This is an optimization exercise on Yosys and OpenROAD, whose aim is small area and a short achievable clock period, not a production implementation.
RTL that was checked went through simulation tests only; none was proved equivalent to the original.
Power is estimated from default activity; no workload was simulated.

## neuron
module neuron(
    input  logic clk,
    input  logic rst_n,
    input  logic signed [7:0] x,
    input  logic signed [7:0] w,
    input  logic signed [7:0] bias,
    output logic signed [17:0] y
);
Settings: LEC_CHECK=0, CAP_MARGIN=20, CORE_MARGIN=2, CORE_UTILIZATION=40, SETUP_SLACK_MARGIN=3.2, SLEW_MARGIN=20; clock period 6.0 ns.
standard.sh (not shown) runs the stock make flow with config.mk's settings and CLKGATE_MAP_FILE= SYNTH_SCRIPT=/design/flow/synth_recipe.tcl, a recipe that flattens the netlist after the stock synthesis.
==> flow/flow/run.sh <==
#!/bin/bash
# Standard ORFS layout, except that the port buffers are the smallest
# plain buffer (buffer_ports picks a slow delay cell by default) and the
# clock tree uses fewer, larger sink clusters and no dummy loads.
# Each step's full output goes to a log file in the work folder.
set -euo pipefail
export BUFFER_PORTS_ARGS="-buffer_cell sky130_fd_sc_hd__buf_1"
export CTS_ARGS="-sink_clustering_enable -repair_clock_nets -sink_clustering_size 30 -sink_clustering_max_diameter 200 -buf_list {sky130_fd_sc_hd__clkbuf_4 sky130_fd_sc_hd__clkbuf_8} -dont_use_dummy_load"
bash standard.sh synth > synth.log 2>&1
bash standard.sh > layout.log 2>&1
Change:
Settings changed: SETUP_SLACK_MARGIN 3.2 to 0.
Setup slack got worse by 510 ps.
Sequential share of layout area increases by 0.14 points.
Final area decreases by 0.31%.
Global-route usage hardly moves.
Change:
Settings changed: SETUP_SLACK_MARGIN 0 to 3.6.
- The changed run went through all stages and came out clean
- clock power grows by about 1%
- synthesized cell count is unchanged
- design area goes up by 3.5%
- core utilization went up by 1.5 points
- final cell count goes up by 1.3%
- hold slack got worse by 23 ps
No run of this note included a check of the RTL's function; only the layout flow was run.

* * *

neuron, a different RTL version from the one above (not shown whole).
For scale: about 630 cells after synthesis, about 44 I/O pins, ~0.0063 mm² of cells after synthesis.
Settings: LEC_CHECK=0, ABC_AREA=1, CAP_MARGIN=20, CORE_MARGIN=2, CORE_UTILIZATION=50, GPL_TIMING_DRIVEN=0, SETUP_SLACK_MARGIN=3.75, SLEW_MARGIN=20; clock period 6.0 ns.
Scripts as last shown in full above: flow/flow/run.sh
Then changed:
- GPL_TIMING_DRIVEN: 0 -> default
Result: Fmax rises by 0.99%. Hold slack improves by 0.013 ns. Synthesized area is unchanged. Power is lower by 0.90%.
Then changed:
- SETUP_SLACK_MARGIN: 3.75 -> 3.8
Critical path depth increases by 2.
Routed wire length decreases by 0.78%.
Worst setup slack gets better by 0.014 ns.
Cell count increases by 0.58%.
Sequential power hardly moves.
Core utilization increases by 0.76 points.
Die area stays the same.
Non-clock buffer count increases by 5.
Via count is about the same.
Total power increases by 0.63%.
Then changed:
- CAP_MARGIN: 20 -> 0
- SETUP_SLACK_MARGIN: 3.8 -> 3.75
- SLEW_MARGIN: 20 -> 0
Non-clock buffer count went down by 5.
Worst setup slack is worse by 0.014 ns.
Synthesized cell count does not change.
Cell count went down by 0.58%.

* * *

Another version of the RTL of neuron (not shown whole).
For scale: ~630 cells after synthesis, ~140 flip-flops, roughly 44 I/O pins.
export LEC_CHECK = 0
export ABC_AREA = 1
export CAP_MARGIN = 20
export CORE_MARGIN = 2
export CORE_UTILIZATION = 50
export PLACE_DENSITY = 0.7
export SETUP_SLACK_MARGIN = 3.75
export SLEW_MARGIN = 20
create_clock -name core_clock -period 6.0 [get_ports {clk}]
Scripts as last shown in full above: flow/flow/run.sh
Rerun with:
CORE_UTILIZATION = 60   (was 50)
PLACE_DENSITY = not set   (was 0.7)
What happened: The new run finished clean. Total power came out lower by about 1.4%. Core utilization increases by 11 points. Clock power is about the same. First-iteration DRC count decreases by 42%. Setup slack improves by 0.0092 ns.
Rerun with:
CORE_UTILIZATION = 40   (was 60)
Effect: The new run went through all stages and came out clean; critical path depth goes up by 1; via count stays flat; clock skew hardly moves; global-route usage goes down by 5.1 points; worst setup slack improves by 0.0075 ns; clock-buffer cell count is unchanged; hold slack barely changes; sequential share of layout area falls by 0.68 points; total power rose slightly.
Rerun with:
--- a/flow/flow/run.sh
+++ b/flow/flow/run.sh
@@ -6,5 +6,5 @@
 set -euo pipefail
 export BUFFER_PORTS_ARGS="-buffer_cell sky130_fd_sc_hd__buf_1"
-export CTS_ARGS="-sink_clustering_enable -repair_clock_nets -sink_clustering_size 30 -sink_clustering_max_diameter 200 -buf_list {sky130_fd_sc_hd__clkbuf_4 sky130_fd_sc_hd__clkbuf_8} -dont_use_dummy_load"
+export CTS_ARGS="-sink_clustering_enable -repair_clock_nets -sink_clustering_size 30 -sink_clustering_max_diameter 200 -buf_list {sky130_fd_sc_hd__clkbuf_4} -dont_use_dummy_load"
 bash standard.sh synth > synth.log 2>&1
 bash standard.sh > layout.log 2>&1
CORE_UTILIZATION = 50   (was 40)
After rerunning:
- The changed run went through all stages and came out clean
- routed wire length goes up by about 1.7%
- first-iteration DRC count grows by about 23%
- non-clock buffer count fell by 1

==> re-timing with driven ports <==
How much do the figures lean on ideal ports? The routed layouts below were timed once more, with nothing changed but the port constraints. Step 1 (the two cells are an assumption about what drives the block):
set clk [get_ports {clk}]
set_driving_cell -lib_cell sky130_fd_sc_hd__clkbuf_16 $clk
set_driving_cell -lib_cell sky130_fd_sc_hd__buf_2 [delete_from_list [all_inputs] $clk]
Step 2, shift: input delay + t, output delay - t, t = (earliest + latest rising clock arrival at the registers) / 2. This alone moves slack from input paths to output paths. a / b / c = ideal ports / drivers / drivers and shift; a / b = the first two.
| run | t (ns) | setup WS [ns] | hold slack, ns | slew at the worst register clock pin (ns) | worst data-port slew with drivers (ns) |
|---|---|---|---|---|---|
| the first run of note 1 | 0.450 | 3.521 / 3.521 / 3.281 | 0.328 / 0.328 / 0.328 | 0.08 / 0.08 | 0.04 |
| the second run of note 1 | 0.453 | 3.011 / 3.011 / 3.011 | 0.328 / 0.328 / 0.328 | 0.08 / 0.08 | 0.04 |
| the third run of note 1 | 0.456 | 3.566 / 3.566 / 3.372 | 0.305 / 0.305 / 0.305 | 0.08 / 0.08 | 0.04 |
| the first run of note 2 | 0.453 | 3.862 / 3.840 / 3.624 | 0.302 / 0.302 / 0.302 | 0.08 / 0.08 | 0.03 |
| the second run of note 2 | 0.446 | 3.883 / 3.853 / 3.617 | 0.315 / 0.315 / 0.315 | 0.08 / 0.08 | 0.04 |
| the third run of note 2 | 0.452 | 3.896 / 3.865 / 3.635 | 0.316 / 0.316 / 0.316 | 0.07 / 0.07 | 0.04 |
| the fourth run of note 2 | 0.446 | 3.883 / 3.853 / 3.617 | 0.315 / 0.315 / 0.315 | 0.08 / 0.08 | 0.04 |
| the first run of note 3 | 0.461 | 3.843 / 3.837 / 3.637 | 0.320 / 0.320 / 0.320 | 0.07 / 0.07 | 0.03 |
| the second run of note 3 | 0.445 | 3.852 / 3.852 / 3.640 | 0.311 / 0.311 / 0.311 | 0.08 / 0.08 | 0.04 |
| the third run of note 3 | 0.448 | 3.860 / 3.847 / 3.643 | 0.311 / 0.311 / 0.311 | 0.08 / 0.08 | 0.04 |
| the fourth run of note 3 | 0.556 | 3.747 / 3.715 / 3.643 | 0.320 / 0.320 / 0.320 | 0.12 / 0.12 | 0.04 |
After both steps setup and hold are still met in every run listed.
